Background: an optimization exercise with open tools, aiming at small area and a short achievable clock period. Do not read the settings as production practice.
Where RTL was checked, it was by simulation tests only, not by an equivalence proof against the original.

run 1:
==> module thresholding, before the edit <==
module thresholding(
    input wire clk, reset, enable,
    input wire signed [11 : 0] sig,
    output wire signed [11 : 0] y,
    output reg done,
    output reg [11 : 0] id
    );
localparam W = 13;
function lt_const11(input [10 : 0] a, input [10 : 0] k);
    integer i;
    reg r;
    begin
        r = 1'b0;
        for (i = 0; i < 11; i = i + 1)
            r = k[i] ? (~a[i] | r) : (~a[i] & r);
        lt_const11 = r;
    end
endfunction
function le_const16(input [15 : 0] a, input [15 : 0] k);
    integer i;
    reg r;
    begin
        r = 1'b1;
        for (i = 0; i < 16; i = i + 1)
            r = k[i] ? (~a[i] | r) : (~a[i] & r);
        le_const16 = r;
    end
endfunction
function [11 : 0] add_const12(input [11 : 0] a, input [11 : 0] k);
    integer i, j, m;
    reg c, t;
    begin
        for (i = 0; i < 12; i = i + 1) begin
            c = 1'b0;
            for (j = 0; j < i; j = j + 1) begin
                if (k[j]) begin
                    t = 1'b1;
                    for (m = i - 1; m > j; m = m - 1)
                        if (!k[m]) t = t & a[m];
                    t = t & a[j];
                    c = c | t;
                end
            end
            add_const12[i] = a[i] ^ k[i] ^ c;
        end
    end
endfunction
reg [11 : 0] dn [0 : W - 1];          
reg [16 : 0] nl;                      
reg [11 : 0] x13b;                    
reg first;                            
reg [5 : 0] grp;                      
wire idle = ~id[11] & (&id[10 : 0]);
wire working = ~idle;
reg [11 : 0] id_inc;
reg id_c;
integer k;
always @* begin
    id_c = 1'b1;
    for (k = 0; k < 12; k = k + 1) begin
        id_inc[k] = id[k] ^ id_c;
        id_c = id_c & id[k];
    end
end
wire [11 : 0] x = add_const12(sig, 12'd3138);                
wire wrapx = sig[11] & lt_const11(sig[10 : 0], 11'd958);      
wire [11 : 0] spl = {~sig[11], sig[10 : 0]};                  
wire [16 : 0] n = nl + {5'd0, x13b} + {5'd0, ~dn[0][11], dn[0][10 : 0]} + 17'h1f001;
wire f0 = ~n[16] | le_const16(n[15 : 0], 16'd25366);          
wire fw = ~n[16] & ~((&n[15 : 8]) & ~le_const16({8'd0, n[7 : 0]}, 16'd90));    
wire late = ~id[11] & ((|id[10 : 4]) | (id[3] & id[2]));
wire valid = ~first | late;
wire [11 : 0] x12b = (valid & ~reset) ? {dn[W - 1][11], ~dn[W - 1][10 : 0]} : 12'h800;
function [33 : 0] csa(input [11 : 0] sl, input [16 : 0] nn, input f);
    reg [16 : 0] r0, r2, r3, s1, l2b, s2, c2;
    reg [17 : 0] c1;
    begin
        r0 = {5'd0, sl};
        r2 = {3'd0, sl, 2'b00};
        r3 = {2'd0, sl, f, 2'b00};            
        s1 = r0 ^ r2 ^ r3;
        c1 = {(r0 & r2) | (r0 & r3) | (r2 & r3), 1'b0};
        l2b = {c1[16 : 3], f, f, f};          
        s2 = s1 ^ l2b ^ nn;
        c2 = {(s1[15 : 0] & l2b[15 : 0]) | (s1[15 : 0] & nn[15 : 0]) | (l2b[15 : 0] & nn[15 : 0]), 1'b0};
        csa = {s2, c2};
    end
endfunction
function [1 : 0] grp4(input [3 : 0] g, input [3 : 0] p);
    begin
        grp4[1] = g[3] | (p[3] & (g[2] | (p[2] & (g[1] | (p[1] & g[0])))));
        grp4[0] = &p;
    end
endfunction
function low_grp(input [7 : 0] a, input [7 : 0] b, input cin);
    reg [7 : 0] g, p;
    reg [1 : 0] q0, q1;
    begin
        g = a & b;
        p = a ^ b;
        q0 = grp4({g[3 : 1], g[0] | (p[0] & cin)}, p[3 : 0]);
        q1 = grp4(g[7 : 4], p[7 : 4]);
        low_grp = q1[1] | (q1[0] & q0[1]);
    end
endfunction
function [2 : 0] top_grp(input [4 : 0] a, input [4 : 0] b, input [4 : 0] k);
    reg [4 : 0] ta, tb;
    reg [1 : 0] q;
    begin
        ta = a ^ b ^ k;
        tb = {(a[3 : 0] & b[3 : 0]) | (a[3 : 0] & k[3 : 0]) | (b[3 : 0] & k[3 : 0]), 1'b0};
        q = grp4(ta[3 : 0] & tb[3 : 0], ta[3 : 0] ^ tb[3 : 0]);
        top_grp = {ta[4] ^ tb[4], q};
    end
endfunction
wire [33 : 0] cs0 = csa(spl, n, 1'b0);
wire [33 : 0] cs1 = csa(spl, n, 1'b1);
wire [16 : 0] s2 = cs0[33 : 17];
wire [16 : 0] c2 = cs0[16 : 0];
wire lo0 = low_grp(cs0[24 : 17], cs0[7 : 0], 1'b0);
wire lo1 = low_grp(cs1[24 : 17], cs1[7 : 0], 1'b1);
wire [1 : 0] mid = grp4(s2[11 : 8] & c2[11 : 8], s2[11 : 8] ^ c2[11 : 8]);
wire [2 : 0] top0 = top_grp(s2[16 : 12], c2[16 : 12], 5'd0);
wire [2 : 0] top1 = top_grp(s2[16 : 12], c2[16 : 12], 5'd13);
wire [2 : 0] top2 = top_grp(s2[16 : 12], c2[16 : 12], 5'd26);
wire [2 : 0] top = (wrapx & fw) ? top2 : (wrapx | fw) ? top1 : top0;
wire h0 = mid[1] | (mid[0] & lo0);
wire h1 = mid[1] | (mid[0] & lo1);
wire c16 = grp[4] | (grp[3] & (grp[0] ? grp[2] : grp[1]));
wire [11 : 0] y_c0 = grp[5] ? 12'd0 : ~dn[0];
wire [11 : 0] y_c1 = grp[5] ? ~dn[0] : 12'd0;
assign y = c16 ? y_c1 : y_c0;
integer j;
always @(posedge clk) begin
    if (working) begin
        for (j = 1; j < W; j = j + 1)
            dn[j] <= dn[j - 1];
    end
    if (reset)
        dn[0] <= 12'hfff;
    else if (working)
        dn[0] <= ~x;
    if (reset | working)
        x13b <= x12b;
    if (reset) begin
        nl <= 17'd90902;
        first <= 1'b1;
        done <= 1'b0;
        id <= 12'd2047;
    end else begin
        done <= working;
        if (working) begin
            id <= id_inc;
            nl <= n;
            if (late)
                first <= 1'b0;
        end else begin
            id <= {enable, 11'h7ff};
        end
    end
    grp <= {top, h1, h0, f0};
end
endmodule
export LEC_CHECK = 0
export CAP_MARGIN = 20
export CORE_MARGIN = 2
export CORE_UTILIZATION = 60
export CTS_BUF_LIST = sky130_fd_sc_hd__clkbuf_8
export CTS_CLUSTER_DIAMETER = 60
export CTS_CLUSTER_SIZE = 20
export PLACE_DENSITY = 0.75
export SLEW_MARGIN = 20
create_clock -name core_clock -period 14.0 [get_ports {clk}]
standard.sh (not shown) runs the stock make flow with config.mk's settings and CLKGATE_MAP_FILE= SYNTH_SCRIPT=/design/flow/synth_recipe.tcl, a recipe that flattens the netlist after the stock synthesis.
==> flow/flow/run.sh <==
#!/bin/bash
set -euo pipefail
bash standard.sh "BUFFER_PORTS_ARGS=-buffer_cell sky130_fd_sc_hd__buf_2" SETUP_SLACK_MARGIN=9.3 finish > standard.log 2>&1
What run 2 does differently from run 1 at the input level:
-- flow/design.v --
<<< run 1, line 48
reg [11 : 0] dn [0 : W - 1];          
reg [16 : 0] nl;                      
reg [11 : 0] x13b;                    
reg first;                            
reg [5 : 0] grp;                      
>>> run 2, line 48
reg [11 : 0] dn [0 : W - 1];          
reg [16 : 0] nl;                      
reg [11 : 0] x13;                     
reg first;                            
reg [5 : 0] grp;                      
<<< run 1, line 66
wire wrapx = sig[11] & lt_const11(sig[10 : 0], 11'd958);      
wire [11 : 0] spl = {~sig[11], sig[10 : 0]};                  
wire [16 : 0] n = nl + {5'd0, x13b} + {5'd0, ~dn[0][11], dn[0][10 : 0]} + 17'h1f001;
wire f0 = ~n[16] | le_const16(n[15 : 0], 16'd25366);          
wire fw = ~n[16] & ~((&n[15 : 8]) & ~le_const16({8'd0, n[7 : 0]}, 16'd90));    
wire late = ~id[11] & ((|id[10 : 4]) | (id[3] & id[2]));
wire valid = ~first | late;
wire [11 : 0] x12b = (valid & ~reset) ? {dn[W - 1][11], ~dn[W - 1][10 : 0]} : 12'h800;
function [33 : 0] csa(input [11 : 0] sl, input [16 : 0] nn, input f);
    reg [16 : 0] r0, r2, r3, s1, l2b, s2, c2;
>>> run 2, line 66
wire wrapx = sig[11] & lt_const11(sig[10 : 0], 11'd958);      
wire [11 : 0] spl = {~sig[11], sig[10 : 0]};                  
wire [16 : 0] n = nl + {{5{x13[11]}}, x13} + {{5{dn[0][11]}}, dn[0]} + 17'd1;    
wire f0 = ~n[16] | le_const16(n[15 : 0], 16'd25366);          
wire fw = ~n[16] & ~((&n[15 : 8]) & ~le_const16({8'd0, n[7 : 0]}, 16'd90));    
wire late = ~id[11] & ((|id[10 : 4]) | (id[3] & id[2]));
wire valid = ~first | late;
wire [11 : 0] x12 = (valid & ~reset) ? ~dn[W - 1] : 12'd0;
function [33 : 0] csa(input [11 : 0] sl, input [16 : 0] nn, input f);
    reg [16 : 0] r0, r2, r3, s1, l2b, s2, c2;
<<< run 1, line 125
wire [2 : 0] top2 = top_grp(s2[16 : 12], c2[16 : 12], 5'd26);
wire [2 : 0] top = (wrapx & fw) ? top2 : (wrapx | fw) ? top1 : top0;
wire h0 = mid[1] | (mid[0] & lo0);
wire h1 = mid[1] | (mid[0] & lo1);
wire c16 = grp[4] | (grp[3] & (grp[0] ? grp[2] : grp[1]));
wire [11 : 0] y_c0 = grp[5] ? 12'd0 : ~dn[0];
wire [11 : 0] y_c1 = grp[5] ? ~dn[0] : 12'd0;
>>> run 2, line 125
wire [2 : 0] top2 = top_grp(s2[16 : 12], c2[16 : 12], 5'd26);
wire [2 : 0] top = (wrapx & fw) ? top2 : (wrapx | fw) ? top1 : top0;
wire lo = f0 ? lo1 : lo0;
wire c16 = grp[4] | (grp[3] & (grp[2] | (grp[1] & grp[0])));
wire [11 : 0] y_c0 = grp[5] ? 12'd0 : ~dn[0];
wire [11 : 0] y_c1 = grp[5] ? ~dn[0] : 12'd0;
<<< run 1, line 142
        dn[0] <= ~x;
    if (reset | working)
        x13b <= x12b;
    if (reset) begin
        nl <= 17'd90902;
>>> run 2, line 141
        dn[0] <= ~x;
    if (reset | working)
        x13 <= x12;
    if (reset) begin
        nl <= 17'd90902;
<<< run 1, line 159
        end
    end
    grp <= {top, h1, h0, f0};
end
endmodule
>>> run 2, line 158
        end
    end
    grp <= {top, mid, lo};
end
endmodule
[summary]
Run 2 | status: complete | timing, DRC, antenna: pass
Higher multi-input gate share of the layout cell area goes to run 2 over run 1.
Reported for run 2 and run 1, sum of negative setup slack turned out identical to the last digit.
Run 2 against run 1; met1 layer wirelength in the final routing is up by a few percent.
Looking at critical path's slowest cell, the sky130_fd_sc_hd__dfxtp_2 result is from run 1; the sky130_fd_sc_hd__dfxtp_1 one comes from run 2.
Going from run 1 to run 2, area after synthesis now larger; x dimension of the die now larger; synthesized cell count now larger.
Run 2 vs run 1 — die area climbed slightly
Count of inverters not on the clock network in the layout is higher on run 1
Final core area utilization, run 2 and run 1, lower one = run 2.
No functional check of the RTL was part of run 1.

==> afterwards: timing with drivers on the ports <==
How much do the figures lean on ideal ports? The routed layouts below were timed once more, with nothing changed but the port constraints.
Step 1 (the two cells are an assumption about what drives the block):
set clk [get_ports {clk}]
set_driving_cell -lib_cell sky130_fd_sc_hd__clkbuf_16 $clk
set_driving_cell -lib_cell sky130_fd_sc_hd__buf_2 [delete_from_list [all_inputs] $clk]
Step 2 times the ports against the registers' clock, not the clock port: input delays grow and output delays shrink by t, the midpoint of the rising clock arrivals with the driver on.
a / b / c = ideal / step 1 / step 2; a / b = the first two.
| run | shift t [ns] | setup slack, ns | worst setup path after step 2 | latest minus earliest clock arrival (ns) | pins driven straight from the clock port |
|---|---|---|---|---|---|
| run 1 | 0.542 | 9.259 / 9.217 / 8.717 | input to register | 0.023 / 0.023 | 1 |
| run 2 | 0.542 | 9.374 / 9.334 / 8.953 | input to register | 0.023 / 0.022 | 1 |
After both steps setup and hold are still met in every run listed. The setup slack of run 1, which loses most, moves by -0.042 ns with the drivers and by -0.542 ns with both steps.
